What follows belongs to an exercise in optimizing a design on an open flow for small area, a short achievable clock period and few clock cycles per item; a production flow would make more cautious choices.
Function was checked by simulation only, so behaviour that the tests miss may differ from the original.

===== flow/design.v =====
`timescale 1ns/1ps
module accel_dot (
  input  logic [31:0] a,           
  input  logic [10:0] x1, x2, ng,   
  input  logic [9:0] h0, h1,       
  input  logic [31:0] sf,          
  input  logic [6:0] cf,           
  input  logic clr,                
  output logic [31:0] so,          
  output logic [6:0] co            
);
  logic [10:0] ne;    
  assign ne = ng | ~(x1 | x2);
  logic [31:0] pp0;
  accel_pp #(.WD(32)) r0 (.a(a[31:0]), .x1(x1[0]), .x2(x2[0]), .ng(ng[0]), .p(pp0));
  logic [29:0] pp1;
  accel_pp #(.WD(30)) r1 (.a(a[29:0]), .x1(x1[1]), .x2(x2[1]), .ng(ng[1]), .p(pp1));
  logic [27:0] pp2;
  accel_pp #(.WD(28)) r2 (.a(a[27:0]), .x1(x1[2]), .x2(x2[2]), .ng(ng[2]), .p(pp2));
  logic [25:0] pp3;
  accel_pp #(.WD(26)) r3 (.a(a[25:0]), .x1(x1[3]), .x2(x2[3]), .ng(ng[3]), .p(pp3));
  logic [23:0] pp4;
  accel_pp #(.WD(24)) r4 (.a(a[23:0]), .x1(x1[4]), .x2(x2[4]), .ng(ng[4]), .p(pp4));
  logic [21:0] pp5;
  accel_pp #(.WD(22)) r5 (.a(a[21:0]), .x1(x1[5]), .x2(x2[5]), .ng(ng[5]), .p(pp5));
  logic [19:0] pp6;
  accel_pp #(.WD(20)) r6 (.a(a[19:0]), .x1(x1[6]), .x2(x2[6]), .ng(ng[6]), .p(pp6));
  logic [17:0] pp7;
  accel_pp #(.WD(18)) r7 (.a(a[17:0]), .x1(x1[7]), .x2(x2[7]), .ng(ng[7]), .p(pp7));
  logic [15:0] pp8;
  accel_pp #(.WD(16)) r8 (.a(a[15:0]), .x1(x1[8]), .x2(x2[8]), .ng(ng[8]), .p(pp8));
  logic [13:0] pp9;
  accel_pp #(.WD(14)) r9 (.a(a[13:0]), .x1(x1[9]), .x2(x2[9]), .ng(ng[9]), .p(pp9));
  logic [11:0] pp10;
  accel_pp #(.WD(12)) r10 (.a(a[11:0]), .x1(x1[10]), .x2(x2[10]), .ng(ng[10]), .p(pp10));
  logic [264:0] fs, fc;
  accel_ha fu0 (sf[24], cf[5], fs[0], fc[0]);
  accel_ha fu1 (sf[25], h0[3], fs[1], fc[1]);
  accel_ha fu2 (sf[26], h0[4], fs[2], fc[2]);
  accel_ha fu3 (sf[27], h0[5], fs[3], fc[3]);
  accel_fa fu4 (sf[28], cf[6], h0[6], fs[4], fc[4]);
  accel_ha fu5 (sf[29], h0[7], fs[5], fc[5]);
  accel_ha fu6 (sf[30], h0[8], fs[6], fc[6]);
  assign fs[7] = sf[31] ^ h0[9];
  accel_ha fu8 (sf[4], cf[0], fs[8], fc[8]);
  accel_ha fu9 (sf[8], cf[1], fs[9], fc[9]);
  accel_ha fu10 (sf[12], cf[2], fs[10], fc[10]);
  accel_ha fu11 (sf[16], cf[3], fs[11], fc[11]);
  accel_ha fu12 (sf[20], cf[4], fs[12], fc[12]);
  accel_ha fu13 (sf[22], h0[0], fs[13], fc[13]);
  accel_fa fu14 (sf[23], h0[1], h1[1], fs[14], fc[14]);
  accel_fa fu15 (h0[2], h1[2], fs[0], fs[15], fc[15]);
  accel_fa fu16 (h1[3], fc[0], fs[1], fs[16], fc[16]);
  accel_fa fu17 (h1[4], fc[1], fs[2], fs[17], fc[17]);
  accel_fa fu18 (h1[5], fc[2], fs[3], fs[18], fc[18]);
  accel_fa fu19 (h1[6], fc[3], fs[4], fs[19], fc[19]);
  accel_fa fu20 (h1[7], fs[5], fc[4], fs[20], fc[20]);
  accel_fa fu21 (h1[8], fc[5], fs[6], fs[21], fc[21]);
  accel_fa fu22 (h1[9], fc[6], fs[7], fs[22], fc[22]);
  accel_ha fu23 (sf[14], ne[7], fs[23], fc[23]);
  accel_ha fu24 (sf[15], pp0[15], fs[24], fc[24]);
  accel_fa fu25 (ne[8], fs[11], pp0[16], fs[25], fc[25]);
  accel_ha fu26 (pp1[14], pp2[12], fs[26], fc[26]);
  accel_fa fu27 (sf[17], fc[11], pp0[17], fs[27], fc[27]);
  accel_fa fu28 (pp1[15], pp2[13], pp3[11], fs[28], fc[28]);
  accel_fa fu29 (sf[18], ne[9], pp0[18], fs[29], fc[29]);
  accel_fa fu30 (pp1[16], pp2[14], pp3[12], fs[30], fc[30]);
  accel_ha fu31 (pp4[10], pp5[8], fs[31], fc[31]);
  accel_fa fu32 (sf[19], pp0[19], pp1[17], fs[32], fc[32]);
  accel_fa fu33 (pp2[15], pp3[13], pp4[11], fs[33], fc[33]);
  accel_ha fu34 (pp5[9], pp6[7], fs[34], fc[34]);
  accel_fa fu35 (ne[10], fs[12], pp0[20], fs[35], fc[35]);
  accel_fa fu36 (pp1[18], pp2[16], pp3[14], fs[36], fc[36]);
  accel_fa fu37 (pp4[12], pp5[10], pp6[8], fs[37], fc[37]);
  accel_ha fu38 (pp7[6], pp8[4], fs[38], fc[38]);
  accel_fa fu39 (sf[21], fc[12], pp0[21], fs[39], fc[39]);
  accel_fa fu40 (pp1[19], pp2[17], pp3[15], fs[40], fc[40]);
  accel_fa fu41 (pp4[13], pp5[11], pp6[9], fs[41], fc[41]);
  accel_fa fu42 (pp7[7], pp8[5], pp9[3], fs[42], fc[42]);
  accel_fa fu43 (h1[0], fs[13], pp0[22], fs[43], fc[43]);
  accel_fa fu44 (pp1[20], pp2[18], pp3[16], fs[44], fc[44]);
  accel_fa fu45 (pp4[14], pp5[12], pp6[10], fs[45], fc[45]);
  accel_fa fu46 (pp7[8], pp8[6], pp9[4], fs[46], fc[46]);
  accel_fa fu47 (fc[13], pp0[23], pp1[21], fs[47], fc[47]);
  accel_fa fu48 (pp2[19], pp3[17], pp4[15], fs[48], fc[48]);
  accel_fa fu49 (pp5[13], pp6[11], pp7[9], fs[49], fc[49]);
  accel_fa fu50 (pp8[7], pp9[5], pp10[3], fs[50], fc[50]);
  accel_fa fu51 (pp0[24], pp1[22], pp2[20], fs[51], fc[51]);
  accel_fa fu52 (pp3[18], pp4[16], pp5[14], fs[52], fc[52]);
  accel_fa fu53 (pp6[12], pp7[10], pp8[8], fs[53], fc[53]);
  accel_fa fu54 (pp9[6], pp10[4], fc[14], fs[54], fc[54]);
  accel_fa fu55 (pp0[25], pp1[23], pp2[21], fs[55], fc[55]);
  accel_fa fu56 (pp3[19], pp4[17], pp5[15], fs[56], fc[56]);
  accel_fa fu57 (pp6[13], pp7[11], pp8[9], fs[57], fc[57]);
  accel_fa fu58 (pp9[7], pp10[5], fc[15], fs[58], fc[58]);
  accel_fa fu59 (pp0[26], pp1[24], pp2[22], fs[59], fc[59]);
  accel_fa fu60 (pp3[20], pp4[18], pp5[16], fs[60], fc[60]);
  accel_fa fu61 (pp6[14], pp7[12], pp8[10], fs[61], fc[61]);
  accel_fa fu62 (pp9[8], pp10[6], fc[16], fs[62], fc[62]);
  accel_fa fu63 (pp0[27], pp1[25], pp2[23], fs[63], fc[63]);
  accel_fa fu64 (pp3[21], pp4[19], pp5[17], fs[64], fc[64]);
  accel_fa fu65 (pp6[15], pp7[13], pp8[11], fs[65], fc[65]);
  accel_fa fu66 (pp9[9], pp10[7], fc[17], fs[66], fc[66]);
  accel_fa fu67 (pp0[28], pp1[26], pp2[24], fs[67], fc[67]);
  accel_fa fu68 (pp3[22], pp4[20], pp5[18], fs[68], fc[68]);
  accel_fa fu69 (pp6[16], pp7[14], pp8[12], fs[69], fc[69]);
  accel_fa fu70 (pp9[10], pp10[8], fc[18], fs[70], fc[70]);
  accel_fa fu71 (pp0[29], pp1[27], pp2[25], fs[71], fc[71]);
  accel_fa fu72 (pp3[23], pp4[21], pp5[19], fs[72], fc[72]);
  accel_fa fu73 (pp6[17], pp7[15], pp8[13], fs[73], fc[73]);
  accel_fa fu74 (pp9[11], pp10[9], fc[19], fs[74], fc[74]);
  accel_fa fu75 (pp0[30], pp1[28], pp2[26], fs[75], fc[75]);
  accel_fa fu76 (pp3[24], pp4[22], pp5[20], fs[76], fc[76]);
  accel_fa fu77 (pp6[18], pp7[16], pp8[14], fs[77], fc[77]);
  accel_fa fu78 (pp9[12], pp10[10], fs[21], fs[78], fc[78]);
  accel_fa fu79 (pp0[31], pp1[29], pp2[27], fs[79], fc[79]);
  accel_fa fu80 (pp3[25], pp4[23], pp5[21], fs[80], fc[80]);
  accel_fa fu81 (pp6[19], pp7[17], pp8[15], fs[81], fc[81]);
  accel_fa fu82 (pp9[13], pp10[11], fc[21], fs[82], fc[82]);
  accel_ha fu83 (ne[4], fs[9], fs[83], fc[83]);
  accel_fa fu84 (sf[9], fc[9], pp0[9], fs[84], fc[84]);
  accel_fa fu85 (sf[10], ne[5], pp0[10], fs[85], fc[85]);
  accel_ha fu86 (pp1[8], pp2[6], fs[86], fc[86]);
  accel_fa fu87 (sf[11], pp0[11], pp1[9], fs[87], fc[87]);
  accel_ha fu88 (pp2[7], pp3[5], fs[88], fc[88]);
  accel_fa fu89 (ne[6], fs[10], pp0[12], fs[89], fc[89]);
  accel_fa fu90 (pp1[10], pp2[8], pp3[6], fs[90], fc[90]);
  accel_ha fu91 (pp4[4], pp5[2], fs[91], fc[91]);
  accel_fa fu92 (sf[13], fc[10], pp0[13], fs[92], fc[92]);
  accel_fa fu93 (pp1[11], pp2[9], pp3[7], fs[93], fc[93]);
  accel_fa fu94 (pp4[5], pp5[3], pp6[1], fs[94], fc[94]);
  accel_fa fu95 (pp0[14], pp1[12], pp2[10], fs[95], fc[95]);
  accel_fa fu96 (pp3[8], pp4[6], pp5[4], fs[96], fc[96]);
  accel_fa fu97 (pp6[2], pp7[0], fs[23], fs[97], fc[97]);
  accel_fa fu98 (pp1[13], pp2[11], pp3[9], fs[98], fc[98]);
  accel_fa fu99 (pp4[7], pp5[5], pp6[3], fs[99], fc[99]);
  accel_fa fu100 (pp7[1], fc[23], fs[24], fs[100], fc[100]);
  accel_fa fu101 (pp3[10], pp4[8], pp5[6], fs[101], fc[101]);
  accel_fa fu102 (pp6[4], pp7[2], pp8[0], fs[102], fc[102]);
  accel_fa fu103 (fc[24], fs[26], fs[25], fs[103], fc[103]);
  accel_fa fu104 (pp4[9], pp5[7], pp6[5], fs[104], fc[104]);
  accel_fa fu105 (pp7[3], pp8[1], fc[26], fs[105], fc[105]);
  accel_fa fu106 (fc[25], fs[27], fs[28], fs[106], fc[106]);
  accel_fa fu107 (pp6[6], pp7[4], pp8[2], fs[107], fc[107]);
  accel_fa fu108 (pp9[0], fs[31], fc[27], fs[108], fc[108]);
  accel_fa fu109 (fc[28], fs[29], fs[30], fs[109], fc[109]);
  accel_fa fu110 (pp7[5], pp8[3], pp9[1], fs[110], fc[110]);
  accel_fa fu111 (fc[31], fs[34], fc[29], fs[111], fc[111]);
  accel_fa fu112 (fc[30], fs[32], fs[33], fs[112], fc[112]);
  accel_fa fu113 (pp9[2], pp10[0], fc[34], fs[113], fc[113]);
  accel_fa fu114 (fs[38], fc[32], fc[33], fs[114], fc[114]);
  accel_fa fu115 (fs[35], fs[36], fs[37], fs[115], fc[115]);
  accel_fa fu116 (pp10[1], fc[38], fc[35], fs[116], fc[116]);
  accel_fa fu117 (fc[36], fc[37], fs[39], fs[117], fc[117]);
  accel_fa fu118 (fs[40], fs[41], fs[42], fs[118], fc[118]);
  accel_fa fu119 (pp10[2], fc[39], fc[40], fs[119], fc[119]);
  accel_fa fu120 (fc[41], fc[42], fs[43], fs[120], fc[120]);
  accel_fa fu121 (fs[44], fs[45], fs[46], fs[121], fc[121]);
  accel_fa fu122 (fs[14], fc[43], fc[44], fs[122], fc[122]);
  accel_fa fu123 (fc[45], fc[46], fs[47], fs[123], fc[123]);
  accel_fa fu124 (fs[48], fs[49], fs[50], fs[124], fc[124]);
  accel_fa fu125 (fc[47], fc[48], fc[49], fs[125], fc[125]);
  accel_fa fu126 (fc[50], fs[15], fs[51], fs[126], fc[126]);
  accel_fa fu127 (fs[52], fs[53], fs[54], fs[127], fc[127]);
  accel_fa fu128 (fc[51], fc[52], fc[53], fs[128], fc[128]);
  accel_fa fu129 (fs[16], fs[55], fs[56], fs[129], fc[129]);
  accel_fa fu130 (fs[57], fc[54], fs[58], fs[130], fc[130]);
  accel_fa fu131 (fc[55], fc[56], fc[57], fs[131], fc[131]);
  accel_fa fu132 (fs[17], fs[59], fs[60], fs[132], fc[132]);
  accel_fa fu133 (fs[61], fc[58], fs[62], fs[133], fc[133]);
  accel_fa fu134 (fc[59], fc[60], fc[61], fs[134], fc[134]);
  accel_fa fu135 (fs[18], fs[63], fs[64], fs[135], fc[135]);
  accel_fa fu136 (fs[65], fc[62], fs[66], fs[136], fc[136]);
  accel_fa fu137 (fc[63], fc[64], fc[65], fs[137], fc[137]);
  accel_fa fu138 (fs[67], fs[68], fs[69], fs[138], fc[138]);
  accel_fa fu139 (fs[19], fc[66], fs[70], fs[139], fc[139]);
  accel_fa fu140 (fc[67], fc[68], fc[69], fs[140], fc[140]);
  accel_fa fu141 (fs[71], fs[72], fs[73], fs[141], fc[141]);
  accel_fa fu142 (fs[20], fc[70], fs[74], fs[142], fc[142]);
  accel_fa fu143 (fc[71], fc[72], fc[73], fs[143], fc[143]);
  accel_fa fu144 (fs[75], fs[76], fs[77], fs[144], fc[144]);
  accel_fa fu145 (fc[20], fs[78], fc[74], fs[145], fc[145]);
  accel_fa fu146 (fc[75], fc[76], fc[77], fs[146], fc[146]);
  accel_fa fu147 (fs[22], fs[79], fs[80], fs[147], fc[147]);
  accel_fa fu148 (fs[81], fc[78], fs[82], fs[148], fc[148]);
  accel_ha fu149 (ne[2], fs[8], fs[149], fc[149]);
  accel_fa fu150 (sf[5], fc[8], pp0[5], fs[150], fc[150]);
  accel_fa fu151 (sf[6], ne[3], pp0[6], fs[151], fc[151]);
  accel_ha fu152 (pp1[4], pp2[2], fs[152], fc[152]);
  accel_fa fu153 (sf[7], pp0[7], pp1[5], fs[153], fc[153]);
  accel_ha fu154 (pp2[3], pp3[1], fs[154], fc[154]);
  accel_fa fu155 (pp0[8], pp1[6], pp2[4], fs[155], fc[155]);
  accel_fa fu156 (pp3[2], pp4[0], fs[83], fs[156], fc[156]);
  accel_fa fu157 (pp1[7], pp2[5], pp3[3], fs[157], fc[157]);
  accel_fa fu158 (pp4[1], fc[83], fs[84], fs[158], fc[158]);
  accel_fa fu159 (pp3[4], pp4[2], pp5[0], fs[159], fc[159]);
  accel_fa fu160 (fs[86], fc[84], fs[85], fs[160], fc[160]);
  accel_fa fu161 (pp4[3], pp5[1], fc[86], fs[161], fc[161]);
  accel_fa fu162 (fs[88], fc[85], fs[87], fs[162], fc[162]);
  accel_fa fu163 (pp6[0], fc[88], fs[91], fs[163], fc[163]);
  accel_fa fu164 (fc[87], fs[89], fs[90], fs[164], fc[164]);
  accel_fa fu165 (fc[91], fc[89], fc[90], fs[165], fc[165]);
  accel_fa fu166 (fs[92], fs[93], fs[94], fs[166], fc[166]);
  accel_fa fu167 (fc[92], fc[93], fc[94], fs[167], fc[167]);
  accel_fa fu168 (fs[95], fs[96], fs[97], fs[168], fc[168]);
  accel_fa fu169 (fc[95], fc[96], fc[97], fs[169], fc[169]);
  accel_fa fu170 (fs[98], fs[99], fs[100], fs[170], fc[170]);
  accel_fa fu171 (fc[98], fc[99], fs[101], fs[171], fc[171]);
  accel_fa fu172 (fs[102], fc[100], fs[103], fs[172], fc[172]);
  accel_fa fu173 (fc[101], fc[102], fs[104], fs[173], fc[173]);
  accel_fa fu174 (fs[105], fc[103], fs[106], fs[174], fc[174]);
  accel_fa fu175 (fc[104], fs[107], fc[105], fs[175], fc[175]);
  accel_fa fu176 (fc[106], fs[108], fs[109], fs[176], fc[176]);
  accel_fa fu177 (fc[107], fs[110], fc[108], fs[177], fc[177]);
  accel_fa fu178 (fc[109], fs[111], fs[112], fs[178], fc[178]);
  accel_fa fu179 (fc[110], fs[113], fc[111], fs[179], fc[179]);
  accel_fa fu180 (fc[112], fs[114], fs[115], fs[180], fc[180]);
  accel_fa fu181 (fc[113], fc[114], fc[115], fs[181], fc[181]);
  accel_fa fu182 (fs[116], fs[117], fs[118], fs[182], fc[182]);
  accel_fa fu183 (fc[116], fc[117], fc[118], fs[183], fc[183]);
  accel_fa fu184 (fs[119], fs[120], fs[121], fs[184], fc[184]);
  accel_fa fu185 (fc[119], fc[120], fc[121], fs[185], fc[185]);
  accel_fa fu186 (fs[122], fs[123], fs[124], fs[186], fc[186]);
  accel_fa fu187 (fc[122], fc[123], fc[124], fs[187], fc[187]);
  accel_fa fu188 (fs[125], fs[126], fs[127], fs[188], fc[188]);
  accel_fa fu189 (fc[125], fc[126], fs[128], fs[189], fc[189]);
  accel_fa fu190 (fs[129], fc[127], fs[130], fs[190], fc[190]);
  accel_fa fu191 (fc[128], fc[129], fs[131], fs[191], fc[191]);
  accel_fa fu192 (fs[132], fc[130], fs[133], fs[192], fc[192]);
  accel_fa fu193 (fc[131], fc[132], fs[134], fs[193], fc[193]);
  accel_fa fu194 (fs[135], fc[133], fs[136], fs[194], fc[194]);
  accel_fa fu195 (fc[134], fc[135], fs[137], fs[195], fc[195]);
  accel_fa fu196 (fs[138], fc[136], fs[139], fs[196], fc[196]);
  accel_fa fu197 (fc[137], fc[138], fs[140], fs[197], fc[197]);
  accel_fa fu198 (fs[141], fc[139], fs[142], fs[198], fc[198]);
  accel_fa fu199 (fc[140], fc[141], fs[143], fs[199], fc[199]);
  accel_fa fu200 (fs[144], fs[145], fc[142], fs[200], fc[200]);
  accel_fa fu201 (fc[143], fc[144], fs[146], fs[201], fc[201]);
  accel_fa fu202 (fs[147], fs[148], fc[145], fs[202], fc[202]);
  accel_ha fu203 (sf[2], ne[1], fs[203], fc[203]);
  accel_ha fu204 (sf[3], pp0[3], fs[204], fc[204]);
  accel_fa fu205 (pp0[4], pp1[2], pp2[0], fs[205], fc[205]);
  accel_fa fu206 (pp1[3], pp2[1], fc[149], fs[206], fc[206]);
  accel_fa fu207 (pp3[0], fs[152], fc[150], fs[207], fc[207]);
  accel_fa fu208 (fc[152], fs[154], fc[151], fs[208], fc[208]);
  accel_fa fu209 (fc[154], fc[153], fs[155], fs[209], fc[209]);
  accel_fa fu210 (fc[155], fs[157], fc[156], fs[210], fc[210]);
  accel_fa fu211 (fc[157], fs[159], fc[158], fs[211], fc[211]);
  accel_fa fu212 (fc[159], fs[161], fc[160], fs[212], fc[212]);
  accel_fa fu213 (fc[161], fs[163], fc[162], fs[213], fc[213]);
  accel_fa fu214 (fc[163], fc[164], fs[165], fs[214], fc[214]);
  accel_fa fu215 (fc[165], fc[166], fs[167], fs[215], fc[215]);
  accel_fa fu216 (fc[167], fc[168], fs[169], fs[216], fc[216]);
  accel_fa fu217 (fc[169], fs[171], fc[170], fs[217], fc[217]);
  accel_fa fu218 (fc[171], fs[173], fc[172], fs[218], fc[218]);
  accel_fa fu219 (fc[173], fs[175], fc[174], fs[219], fc[219]);
  accel_fa fu220 (fc[175], fs[177], fc[176], fs[220], fc[220]);
  accel_fa fu221 (fc[177], fs[179], fc[178], fs[221], fc[221]);
  accel_fa fu222 (fc[179], fc[180], fs[181], fs[222], fc[222]);
  accel_fa fu223 (fc[181], fc[182], fs[183], fs[223], fc[223]);
  accel_fa fu224 (fc[183], fc[184], fs[185], fs[224], fc[224]);
  accel_fa fu225 (fc[185], fc[186], fs[187], fs[225], fc[225]);
  accel_fa fu226 (fc[187], fs[189], fc[188], fs[226], fc[226]);
  accel_fa fu227 (fc[189], fs[191], fc[190], fs[227], fc[227]);
  accel_fa fu228 (fc[191], fs[193], fc[192], fs[228], fc[228]);
  accel_fa fu229 (fc[193], fs[195], fc[194], fs[229], fc[229]);
  accel_fa fu230 (fc[195], fs[197], fc[196], fs[230], fc[230]);
  accel_fa fu231 (fc[197], fs[199], fc[198], fs[231], fc[231]);
  accel_fa fu232 (fc[199], fs[201], fs[202], fs[232], fc[232]);
  accel_ha fu233 (sf[0], ne[0], fs[233], fc[233]);
  accel_ha fu234 (sf[1], pp0[1], fs[234], fc[234]);
  accel_fa fu235 (pp0[2], pp1[0], fs[203], fs[235], fc[235]);
  accel_fa fu236 (pp1[1], fc[203], fs[204], fs[236], fc[236]);
  accel_fa fu237 (fs[149], fc[204], fs[205], fs[237], fc[237]);
  accel_fa fu238 (fc[205], fs[150], fs[206], fs[238], fc[238]);
  accel_fa fu239 (fs[151], fc[206], fs[207], fs[239], fc[239]);
  accel_fa fu240 (fs[153], fc[207], fs[208], fs[240], fc[240]);
  accel_fa fu241 (fs[156], fc[208], fs[209], fs[241], fc[241]);
  accel_fa fu242 (fc[209], fs[158], fs[210], fs[242], fc[242]);
  accel_fa fu243 (fs[160], fc[210], fs[211], fs[243], fc[243]);
  accel_fa fu244 (fs[162], fc[211], fs[212], fs[244], fc[244]);
  accel_fa fu245 (fs[164], fc[212], fs[213], fs[245], fc[245]);
  accel_fa fu246 (fs[166], fc[213], fs[214], fs[246], fc[246]);
  accel_fa fu247 (fs[168], fc[214], fs[215], fs[247], fc[247]);
  accel_fa fu248 (fs[170], fc[215], fs[216], fs[248], fc[248]);
  accel_fa fu249 (fc[216], fs[172], fs[217], fs[249], fc[249]);
  accel_fa fu250 (fs[174], fc[217], fs[218], fs[250], fc[250]);
  accel_fa fu251 (fs[176], fc[218], fs[219], fs[251], fc[251]);
  accel_fa fu252 (fs[178], fc[219], fs[220], fs[252], fc[252]);
  accel_fa fu253 (fs[180], fc[220], fs[221], fs[253], fc[253]);
  accel_fa fu254 (fs[182], fc[221], fs[222], fs[254], fc[254]);
  accel_fa fu255 (fs[184], fc[222], fs[223], fs[255], fc[255]);
  accel_fa fu256 (fs[186], fc[223], fs[224], fs[256], fc[256]);
  accel_fa fu257 (fs[188], fc[224], fs[225], fs[257], fc[257]);
  accel_fa fu258 (fc[225], fs[190], fs[226], fs[258], fc[258]);
  accel_fa fu259 (fs[192], fc[226], fs[227], fs[259], fc[259]);
  accel_fa fu260 (fs[194], fc[227], fs[228], fs[260], fc[260]);
  accel_fa fu261 (fs[196], fc[228], fs[229], fs[261], fc[261]);
  accel_fa fu262 (fs[198], fc[229], fs[230], fs[262], fc[262]);
  accel_fa fu263 (fs[200], fc[230], fs[231], fs[263], fc[263]);
  accel_fa fu264 (fc[200], fs[232], fc[231], fs[264], fc[264]);
  logic [31:0] bp, bg;    
  logic [7:0] bc;
  accel_ha eh0 (fs[233], pp0[0], bp[0], bg[0]);
  accel_ha eh1 (fc[233], fs[234], bp[1], bg[1]);
  accel_ha eh2 (fc[234], fs[235], bp[2], bg[2]);
  accel_ha eh3 (fc[235], fs[236], bp[3], bg[3]);
  accel_ha eh4 (fc[236], fs[237], bp[4], bg[4]);
  accel_ha eh5 (fc[237], fs[238], bp[5], bg[5]);
  accel_ha eh6 (fc[238], fs[239], bp[6], bg[6]);
  accel_ha eh7 (fc[239], fs[240], bp[7], bg[7]);
  accel_ha eh8 (fc[240], fs[241], bp[8], bg[8]);
  accel_ha eh9 (fc[241], fs[242], bp[9], bg[9]);
  accel_ha eh10 (fc[242], fs[243], bp[10], bg[10]);
  accel_ha eh11 (fc[243], fs[244], bp[11], bg[11]);
  accel_ha eh12 (fc[244], fs[245], bp[12], bg[12]);
  accel_ha eh13 (fc[245], fs[246], bp[13], bg[13]);
  accel_ha eh14 (fc[246], fs[247], bp[14], bg[14]);
  accel_ha eh15 (fc[247], fs[248], bp[15], bg[15]);
  accel_ha eh16 (fc[248], fs[249], bp[16], bg[16]);
  accel_ha eh17 (fc[249], fs[250], bp[17], bg[17]);
  accel_ha eh18 (fc[250], fs[251], bp[18], bg[18]);
  accel_ha eh19 (fc[251], fs[252], bp[19], bg[19]);
  accel_ha eh20 (fc[252], fs[253], bp[20], bg[20]);
  accel_ha eh21 (fc[253], fs[254], bp[21], bg[21]);
  accel_ha eh22 (fc[254], fs[255], bp[22], bg[22]);
  accel_ha eh23 (fc[255], fs[256], bp[23], bg[23]);
  accel_ha eh24 (fc[256], fs[257], bp[24], bg[24]);
  accel_ha eh25 (fc[257], fs[258], bp[25], bg[25]);
  accel_ha eh26 (fc[258], fs[259], bp[26], bg[26]);
  accel_ha eh27 (fc[259], fs[260], bp[27], bg[27]);
  accel_ha eh28 (fc[260], fs[261], bp[28], bg[28]);
  accel_ha eh29 (fc[261], fs[262], bp[29], bg[29]);
  accel_ha eh30 (fc[262], fs[263], bp[30], bg[30]);
  accel_ha eh31 (fc[263], fs[264], bp[31], bg[31]);
  accel_blk4 eb0 (.p(bp[3:0]), .g(bg[3:0]), .clr(clr), .s(so[3:0]), .co(bc[0]));
  accel_blk4 eb1 (.p(bp[7:4]), .g(bg[7:4]), .clr(clr), .s(so[7:4]), .co(bc[1]));
  accel_blk4 eb2 (.p(bp[11:8]), .g(bg[11:8]), .clr(clr), .s(so[11:8]), .co(bc[2]));
  accel_blk4 eb3 (.p(bp[15:12]), .g(bg[15:12]), .clr(clr), .s(so[15:12]), .co(bc[3]));
  accel_blk4 eb4 (.p(bp[19:16]), .g(bg[19:16]), .clr(clr), .s(so[19:16]), .co(bc[4]));
  accel_blk4 eb5 (.p(bp[23:20]), .g(bg[23:20]), .clr(clr), .s(so[23:20]), .co(bc[5]));
  accel_blk4 eb6 (.p(bp[27:24]), .g(bg[27:24]), .clr(clr), .s(so[27:24]), .co(bc[6]));
  accel_blk4 eb7 (.p(bp[31:28]), .g(bg[31:28]), .clr(clr), .s(so[31:28]), .co(bc[7]));
  assign co = bc[6:0];
endmodule
module accel_hi (
  input  logic [9:0] a,            
  input  logic [15:11] x1, x2, ng,    
  output logic [9:0] h0, h1
);
  logic [15:11] ne;
  assign ne = ng | ~(x1 | x2);
  logic [9:0] pp11;
  accel_pp #(.WD(10)) r11 (.a(a[9:0]), .x1(x1[11]), .x2(x2[11]), .ng(ng[11]), .p(pp11));
  logic [7:0] pp12;
  accel_pp #(.WD(8)) r12 (.a(a[7:0]), .x1(x1[12]), .x2(x2[12]), .ng(ng[12]), .p(pp12));
  logic [5:0] pp13;
  accel_pp #(.WD(6)) r13 (.a(a[5:0]), .x1(x1[13]), .x2(x2[13]), .ng(ng[13]), .p(pp13));
  logic [3:0] pp14;
  accel_pp #(.WD(4)) r14 (.a(a[3:0]), .x1(x1[14]), .x2(x2[14]), .ng(ng[14]), .p(pp14));
  logic [1:0] pp15;
  accel_pp #(.WD(2)) r15 (.a(a[1:0]), .x1(x1[15]), .x2(x2[15]), .ng(ng[15]), .p(pp15));
  logic [19:0] hs, hc;
  accel_ha hu0 (ne[14], pp11[6], hs[0], hc[0]);
  accel_ha hu1 (pp11[7], pp12[5], hs[1], hc[1]);
  accel_fa hu2 (ne[15], pp11[8], pp12[6], hs[2], hc[2]);
  accel_ha hu3 (pp13[4], pp14[2], hs[3], hc[3]);
  accel_fa hu4 (pp11[9], pp12[7], pp13[5], hs[4], hc[4]);
  assign hs[5] = pp14[3] ^ pp15[1];
  accel_ha hu6 (ne[13], pp11[4], hs[6], hc[6]);
  accel_ha hu7 (pp11[5], pp12[3], hs[7], hc[7]);
  accel_fa hu8 (pp12[4], pp13[2], pp14[0], hs[8], hc[8]);
  accel_fa hu9 (pp13[3], pp14[1], hc[0], hs[9], hc[9]);
  accel_fa hu10 (pp15[0], hc[1], hs[3], hs[10], hc[10]);
  accel_fa hu11 (hc[3], hs[5], hc[2], hs[11], hc[11]);
  accel_ha hu12 (ne[12], pp11[2], hs[12], hc[12]);
  accel_ha hu13 (pp11[3], pp12[1], hs[13], hc[13]);
  accel_fa hu14 (pp12[2], pp13[0], hs[6], hs[14], hc[14]);
  accel_fa hu15 (pp13[1], hc[6], hs[7], hs[15], hc[15]);
  accel_fa hu16 (hc[7], hs[0], hs[8], hs[16], hc[16]);
  accel_fa hu17 (hs[1], hc[8], hs[9], hs[17], hc[17]);
  accel_fa hu18 (hs[2], hc[9], hs[10], hs[18], hc[18]);
  accel_fa hu19 (hs[4], hc[10], hs[11], hs[19], hc[19]);
  assign h0 = {hc[18], hc[17], hc[16], hc[15], hc[14], hc[13], hc[12], hs[12], pp11[1], ne[11]};
  assign h1 = {hs[19], hs[18], hs[17], hs[16], hs[15], hs[14], hs[13], pp12[0], 1'b0, pp11[0]};
endmodule
module accel_pp #(parameter int WD = 32) (
  input  logic [WD-1:0] a,
  input  logic x1, x2, ng,
  output logic [WD-1:0] p
);
  logic [WD:0] t;    
  assign t = ~({a, 1'b0} ^ {(WD+1){ng}});
  assign p = ~(({WD{x1}} & t[WD:1]) | ({WD{x2}} & t[WD-1:0]));
endmodule
module accel_enc (
  input  logic [31:0] b,
  input  logic go,           
  output logic [15:0] x1,    
  output logic [15:0] x2,    
  output logic [15:0] ng     
);
  logic [32:0] bb;
  assign bb = {b, 1'b0};
  genvar d;
  generate
    for (d = 0; d < 16; d++) begin : dig
      accel_ex1 e1 (.go(go), .b1(bb[2*d+1]), .b0(bb[2*d]), .y(x1[d]));
      accel_ex2 e2 (.go(go), .b2(bb[2*d+2]), .b1(bb[2*d+1]), .b0(bb[2*d]), .y(x2[d]));
      assign ng[d] = bb[2*d+2];
    end
  endgenerate
endmodule
module accel_ex1 (input logic go, b1, b0, output logic y);
  assign y = go & (b1 ^ b0);
endmodule
module accel_ex2 (input logic go, b2, b1, b0, output logic y);
  assign y = go & (b2 ? ~(b1 | b0) : (b1 & b0));
endmodule
module accel_fa (input logic a, b, c, output logic s, co);
  assign s  = a ^ b ^ c;
  assign co = (a & b) | (c & (a ^ b));
endmodule
module accel_ha (input logic a, b, output logic s, co);
  assign s  = a ^ b;
  assign co = a & b;
endmodule
module accel_blk2 (input logic [1:0] p, g, input logic clr, output logic [1:0] s, output logic co);
  assign s[0] = p[0] & ~clr;
  assign s[1] = (p[1] ^ g[0]) & ~clr;
  assign co = (g[1] | (p[1] & g[0])) & ~clr;
endmodule
module accel_blk4 (input logic [3:0] p, g, input logic clr, output logic [3:0] s, output logic co);
  logic c1, c2, c3, c4;
  assign c1 = g[0];
  assign c2 = g[1] | (p[1] & g[0]);
  assign c3 = g[2] | (p[2] & g[1]) | (p[2] & p[1] & g[0]);
  assign c4 = g[3] | (p[3] & g[2]) | (p[3] & p[2] & g[1]) | (p[3] & p[2] & p[1] & g[0]);
  assign s = ({p[3] ^ c3, p[2] ^ c2, p[1] ^ c1, p[0]}) & ~{4{clr}};
  assign co = c4 & ~clr;
endmodule
module accel_hp (input logic a, b, clr, output logic y);
  assign y = (a ^ b) & ~clr;
endmodule
module accel_hg (input logic a, b, clr, output logic y);
  assign y = a & b & ~clr;
endmodule
module accel_cpa (
  input  logic [31:0] s,
  input  logic [6:0] c,
  output logic [31:0] y
);
  logic [6:0] g0, p0;
  assign g0 = c;
  genvar k;
  generate
    for (k = 0; k < 7; k++) begin : pr
      assign p0[k] = &s[k*4 +: 4];
    end
  endgenerate
  logic [6:0] g1, p1;
  assign g1[0] = ~g0[0];
  assign p1[0] = 1'b0;
  accel_aoi21 ug1_1 (p0[1], g0[0], g0[1], g1[1]);
  assign p1[1] = 1'b0;
  accel_aoi21 ug1_2 (p0[2], g0[1], g0[2], g1[2]);
  accel_nand2 up1_2 (p0[2], p0[1], p1[2]);
  accel_aoi21 ug1_3 (p0[3], g0[2], g0[3], g1[3]);
  accel_nand2 up1_3 (p0[3], p0[2], p1[3]);
  accel_aoi21 ug1_4 (p0[4], g0[3], g0[4], g1[4]);
  accel_nand2 up1_4 (p0[4], p0[3], p1[4]);
  accel_aoi21 ug1_5 (p0[5], g0[4], g0[5], g1[5]);
  accel_nand2 up1_5 (p0[5], p0[4], p1[5]);
  accel_aoi21 ug1_6 (p0[6], g0[5], g0[6], g1[6]);
  accel_nand2 up1_6 (p0[6], p0[5], p1[6]);
  logic [6:0] g2, p2;
  assign g2[0] = ~g1[0];
  assign p2[0] = 1'b0;
  assign g2[1] = ~g1[1];
  assign p2[1] = 1'b0;
  accel_oai21 ug2_2 (p1[2], g1[0], g1[2], g2[2]);
  assign p2[2] = 1'b0;
  accel_oai21 ug2_3 (p1[3], g1[1], g1[3], g2[3]);
  assign p2[3] = 1'b0;
  accel_oai21 ug2_4 (p1[4], g1[2], g1[4], g2[4]);
  accel_nor2 up2_4 (p1[4], p1[2], p2[4]);
  accel_oai21 ug2_5 (p1[5], g1[3], g1[5], g2[5]);
  accel_nor2 up2_5 (p1[5], p1[3], p2[5]);
  accel_oai21 ug2_6 (p1[6], g1[4], g1[6], g2[6]);
  accel_nor2 up2_6 (p1[6], p1[4], p2[6]);
  logic [6:0] g3, p3;
  assign g3[0] = ~g2[0];
  assign p3[0] = 1'b0;
  assign g3[1] = ~g2[1];
  assign p3[1] = 1'b0;
  assign g3[2] = ~g2[2];
  assign p3[2] = 1'b0;
  assign g3[3] = ~g2[3];
  assign p3[3] = 1'b0;
  accel_aoi21 ug3_4 (p2[4], g2[0], g2[4], g3[4]);
  assign p3[4] = 1'b0;
  accel_aoi21 ug3_5 (p2[5], g2[1], g2[5], g3[5]);
  assign p3[5] = 1'b0;
  accel_aoi21 ug3_6 (p2[6], g2[2], g2[6], g3[6]);
  assign p3[6] = 1'b0;
  logic [6:0] ci;
  assign ci = ~g3;
  assign y[3:0] = s[3:0];
  generate
    for (k = 1; k < 8; k++) begin : inc
      accel_inc4 u (.s(s[k*4 +: 4]), .ci(ci[k-1]), .y(y[k*4 +: 4]));
    end
  endgenerate
endmodule
module accel_inc2 (input logic [1:0] s, input logic ci, output logic [1:0] y);
  assign y[0] = s[0] ^ ci;
  assign y[1] = s[1] ^ (ci & s[0]);
endmodule
module accel_inc4 (input logic [3:0] s, input logic ci, output logic [3:0] y);
  assign y[0] = s[0] ^ ci;
  assign y[1] = s[1] ^ (ci & s[0]);
  assign y[2] = s[2] ^ (ci & s[0] & s[1]);
  assign y[3] = s[3] ^ (ci & s[0] & s[1] & s[2]);
endmodule
module accel_aoi21 (input logic a1, a2, b, output logic y);
  assign y = ~((a1 & a2) | b);
endmodule
module accel_oai21 (input logic a1, a2, b, output logic y);
  assign y = ~((a1 | a2) & b);
endmodule
module accel_nand2 (input logic a, b, output logic y);
  assign y = ~(a & b);
endmodule
module accel_nor2 (input logic a, b, output logic y);
  assign y = ~(a | b);
endmodule
`timescale 1ns/1ps
module accel_pcpi_wrapper #(
  parameter int N = 4,
  parameter int W = 32
)(
  input  logic clk,
  input  logic rst_n,
  input  logic start_req,
  input  logic [N*N*W-1:0] memA,
  input  logic [N*N*W-1:0] memB,
  output logic done,
  output logic [N*N*W-1:0] result_flat
);
  localparam int K  = 4;           
  localparam int LD = 11;          
  localparam int BLK = 4;         
  logic [2:0] cnt, cnt_d;
  logic [K-1:0] sel_q, bsel;
  logic       idle, clr;
  assign idle = (cnt == '0);
  assign clr  = idle & start_req;    
  assign bsel = sel_q;
  logic go;
  assign go = start_req | ~sel_q[0];
  always_comb begin
    if (idle)
      cnt_d = start_req ? 3'(1) : '0;
    else if (cnt == 3'(K))
      cnt_d = '0;
    else
      cnt_d = cnt + 3'(1);
  end
  always_ff @(posedge clk or negedge rst_n) begin
    if (!rst_n) begin
      cnt   <= '0;
      sel_q <= K'(1);
      done  <= 1'b0;
    end else begin
      cnt  <= cnt_d;
      done <= (cnt == 3'(K));
      for (int p = 0; p < K; p++)
        sel_q[p] <= (cnt_d == 3'(p));
    end
  end
  genvar gi, gj;
  generate
    for (gi = 0; gi < N; gi++) begin : ar
      logic [W-1:0] av, a_q;
      always_comb begin
        av = '0;
        for (int p = 0; p < K; p++)
          av = av | ({W{sel_q[p]}} & memA[(gi*N+p)*W +: W]);
      end
      always_ff @(posedge clk) a_q <= av;
    end
    for (gj = 0; gj < N; gj++) begin : br
      logic [W-1:0] bv;
      always_comb begin
        bv = '0;
        for (int p = 0; p < K; p++)
          bv = bv | ({W{bsel[p]}} & memB[(p*N+gj)*W +: W]);
      end
      logic [15:0] x1, x2, ng;
      accel_enc enc (.b(bv), .go(go), .x1(x1), .x2(x2), .ng(ng));
      logic [LD-1:0] x1_q, x2_q, ng_q;
      always_ff @(posedge clk) begin
        x1_q <= x1[LD-1:0];
        x2_q <= x2[LD-1:0];
        ng_q <= ng[LD-1:0];
      end
    end
    for (gi = 0; gi < N; gi++) begin : row
      for (gj = 0; gj < N; gj++) begin : col
        logic [W-2*LD-1:0] h0, h1, h0_q, h1_q;
        accel_hi hi (
          .a(ar[gi].av[W-2*LD-1:0]),
          .x1(br[gj].x1[15:LD]), .x2(br[gj].x2[15:LD]), .ng(br[gj].ng[15:LD]),
          .h0(h0), .h1(h1));
        always_ff @(posedge clk) begin
          h0_q <= h0;
          h1_q <= h1;
        end
        logic [W-1:0] s_q, s_d;
        logic [W/BLK-2:0] c_q, c_d;
        accel_dot dot (
          .a(ar[gi].a_q),
          .x1(br[gj].x1_q), .x2(br[gj].x2_q), .ng(br[gj].ng_q),
          .h0(h0_q), .h1(h1_q),
          .sf(s_q), .cf(c_q), .clr(clr),
          .so(s_d), .co(c_d));
        always_ff @(posedge clk) begin
          s_q <= s_d;
          c_q <= c_d;
        end
        accel_cpa cpa (.s(s_q), .c(c_q), .y(result_flat[(gi*N+gj)*W +: W]));
      end
    end
  endgenerate
endmodule

===== flow/flow/run.sh =====
#!/bin/bash
set -euo pipefail
bash standard.sh synth > synth.log 2>&1
bash standard.sh "BUFFER_PORTS_ARGS=-buffer_cell sky130_fd_sc_hd__buf_2" finish > layout.log 2>&1
mkdir -p step_logs
cp orfs/logs/*/*/*/*.log step_logs/ 2>/dev/null || true

===== flow/standard.sh =====
#!/bin/bash
# synth_recipe.tcl (not shown) runs the flow's synth.tcl, then flattens the netlist and writes it again
# the make line also repeats each setting of config.mk as NAME=value (left out here)
make -C /OpenROAD-flow-scripts/flow DESIGN_CONFIG=/design/flow/config.mk WORK_HOME=/design/flow/orfs CLKGATE_MAP_FILE= SYNTH_SCRIPT=/design/flow/synth_recipe.tcl "${@:-finish}"

===== flow/config.mk =====
export PLATFORM = sky130hd
export DESIGN_NAME = accel_pcpi_wrapper
export DESIGN_NICKNAME = accel_pcpi_wrapper
export VERILOG_FILES = /design/flow/design.v
export SDC_FILE = /design/flow/constraint.sdc
export NUM_CORES = 8
export LEC_CHECK = 0
export CAP_MARGIN = 20
export CORE_MARGIN = 2
export CORE_UTILIZATION = 55
export SETUP_SLACK_MARGIN = 5
export SLEW_MARGIN = 20
export SYNTH_HIERARCHICAL = 1

===== flow/constraint.sdc =====
create_clock -name core_clock -period 10.0 [get_ports {clk}]
set_input_delay 2.0000 -clock core_clock [delete_from_list [all_inputs] [get_ports {clk}]]
set_output_delay 2.0000 -clock core_clock [all_outputs]
set_load 0.01 [all_outputs]

==> results.txt <==
==> state kept, by name (all words and copies together), names as in the netlist <==
signal        flops
row.col.h1_q    160
done              1
sel_q             4
br.x1_q          44
ar.a_q          128
row.col.h0_q    160
br.ng_q          44
row.col.c_q     112
br.x2_q          44
row.col.s_q     512
cnt               3
==> layer usage <==
layer  GRT usage  vias to the layer above  part of all wire
met1       0.511                    96300              0.34
met2       0.691                    12400              0.44
met5     0.00277                        -           0.00071
li1            -                    75900                 -
met4       0.382                       94              0.11
met3       0.146                     4077              0.11
==> final timing paths <==
kind	startpoint	to	slack (ns)	cells past startpoint
max	row[0].col[3].s_q[24]	result_flat[127]	4.82	10
min	cnt[2]	done	0.70	1
max reg2reg	sel_q[1]	row[3].col[0].h1_q[9]	5.03	9
min in group asynchronous	rst_n	sel_q[3]	0.87	1
max in group asynchronous	rst_n	sel_q[0]	8.89	1
min reg2reg	cnt[2]	done	0.70	1
==> cell type report <==
type                    count  area [µm²]  area share
multi-input cells       17800      198000       0.775
flip-flops and latches   1212       25800       0.101
repair buffers           2314       17900      0.0701
well taps                5687        7120      0.0279
clock buffers             224        4770      0.0187
clock inverters            89        1320     0.00516
diodes                    137         343     0.00134
inverters                  82         308     0.00120
==> critical path: stages (launching register included) <==
cell	delay, ns
dfxtp_2	0.39
and4_4	0.20
a21oi_2	0.15
o21ai_2	0.09
a21oi_4	0.27
inv_2	0.08
ha_4	0.17
ha_4	0.16
ha_4	0.17
xor2_4	0.35
buf_6	0.16
==> timing repair <==
action                                  4_1_cts  5_1_grt
pin swaps                                    86       73
setup buffers                               191      211
hold endpoints to repair                      0        0
gates resized for setup                     927      504
cloned                                        8        9
endpoints found under the setup margin      566      302
==> metrics by stage <==
step / area, µm² / setup WS [ns] / instances / hold slack, ns
floorplan: 237000 / 3.87 / 21100 / 0.555
global placement: 239000 / 3.64 / 26700 / 0.663
detailed placement: 239000 / 3.64 / 26700 / 0.664
CTS: 251000 / 4.81 / 27200 / 0.676
global route: 255000 / 4.87 / 27500 / 0.706
finish: 255000 / 4.82 / 27600 / 0.702
==> flow_summary_export.csv <==
group,metric,value,unit
drt,drtAntennaViolNets,0,
drt,drc,0,
drt,drt-total-wl,1010000,µm
timing,fin_skew,0.0648,ns
drt,routed_via_density,6.84,
drt,num_vias,189000,
finish,num-fill-cells,36500,
clock_tree,cts.sinks,1212,
clock_tree,clk_latency,0.99,ns
floorplan,ios,1540,
finish,nNetsFinal,28200,
finish,final_util,0.598,
global_route,antenna_found_initial,142,
drt,drtIter0Drc,20400,
timing,slew_violations,0,
yosys,avgSynthCellArea,11.2,µm²
timing,tightest_slew,1.28,ns
global_route,grt_max_degree,129,
yosys,syn_area,236000,µm²
floorplan,dieHeight,659,µm
timing,rsz0062_at_grt,"yes",
finish,final_common_cell,"xnor2_1",
timing,period_needed,5.18,ns
global_route,grt_pass1_vias,199000,
worst_setup_path,critPathArrivalTime,3.18,ns
clock_tree,cts-buffers-inserted,170,
floorplan,rows,240,
timing,fmax,193,MHz
clock_tree,clk_pin_slew,0.06,ns
yosys,yosysWarningCount,7,
worst_setup_path,required,8.00,ns
timing,post-route-period-util,0.518,
floorplan,start_util,0.552,
timing,fin_tns_setup,0,ns
timing,setup_viol,0,
finish,layout_common_cells,"xnor2_1 (4353), a22oi_1 (4317), fa_1 (3880), buf_2 (1512), ha_1 (1474)",
outcome,outcome,"no timing/DRC/antenna violations",
finish,syn2layout_area_growth,8.27,%
global_route,grt_pass1_wl,1420000,µm
clock_tree,clockBufferDepth,4,
placement,place_congestion,0.996,
clock_tree,cts_tree,"done",
placement,port_buffers,1539,
clock_tree,root_buffer,"clkbuf_16",
timing,hold_viol,0,
worst_setup_path,start_kind,"register",
worst_setup_path,end_kind,"output pin",
floorplan,fp.dieW,659,µm
worst_hold_path,min_path_type,"register to register",
worst_setup_path,critical_path_class,"register to output pin",
worst_setup_path,crit_fanout,3,
finish,drive_above_1_share,0.199,
timing,slew_headroom,0.147,
drt,wl_per_cell,36.7,µm
clock_tree,h-tree-depth,4,
drt,first_pass_iters,9,
global_route,grt_use_total,0.451,
placement,hpwl,716000,µm
floorplan,coreArea,427000,µm²
global_route,grt_overflow_total,0,
clock_tree,postCtsHoldBufs,0,
floorplan,die_area,434000,µm²
yosys,syn_inst,21100,
run,maxCapViolCount,0,
Testbench counts, summed over its fixed seeds: cycles 1,928, items 384.

re-timing with driven ports:
How much do the figures lean on ideal ports? The routed layout below was timed once more, with nothing changed but the port constraints.
Step 1 (the two cells are an assumption about what drives the block):
set clk [get_ports {clk}]
set_driving_cell -lib_cell sky130_fd_sc_hd__clkbuf_16 $clk
set_driving_cell -lib_cell sky130_fd_sc_hd__buf_2 [delete_from_list [all_inputs] $clk]
Step 2 adds t to the input delays and takes it off the output delays; t is the mean of the earliest and latest rising clock arrival at the registers after step 1. Input paths then give back, and output paths get back, about the clock's delay inside the block.
Slacks: ideal / step 1 / step 2; pairs: ideal / step 1.
t (ns): 1.091
setup WS [ns]: 4.824 / 4.686 / 4.010
worst register clock-pin slew, ns: 0.08 / 0.08
After both steps setup and hold are still met in this run. The setup slack of this run moves by -0.138 ns with the drivers and by -0.814 ns with both steps.
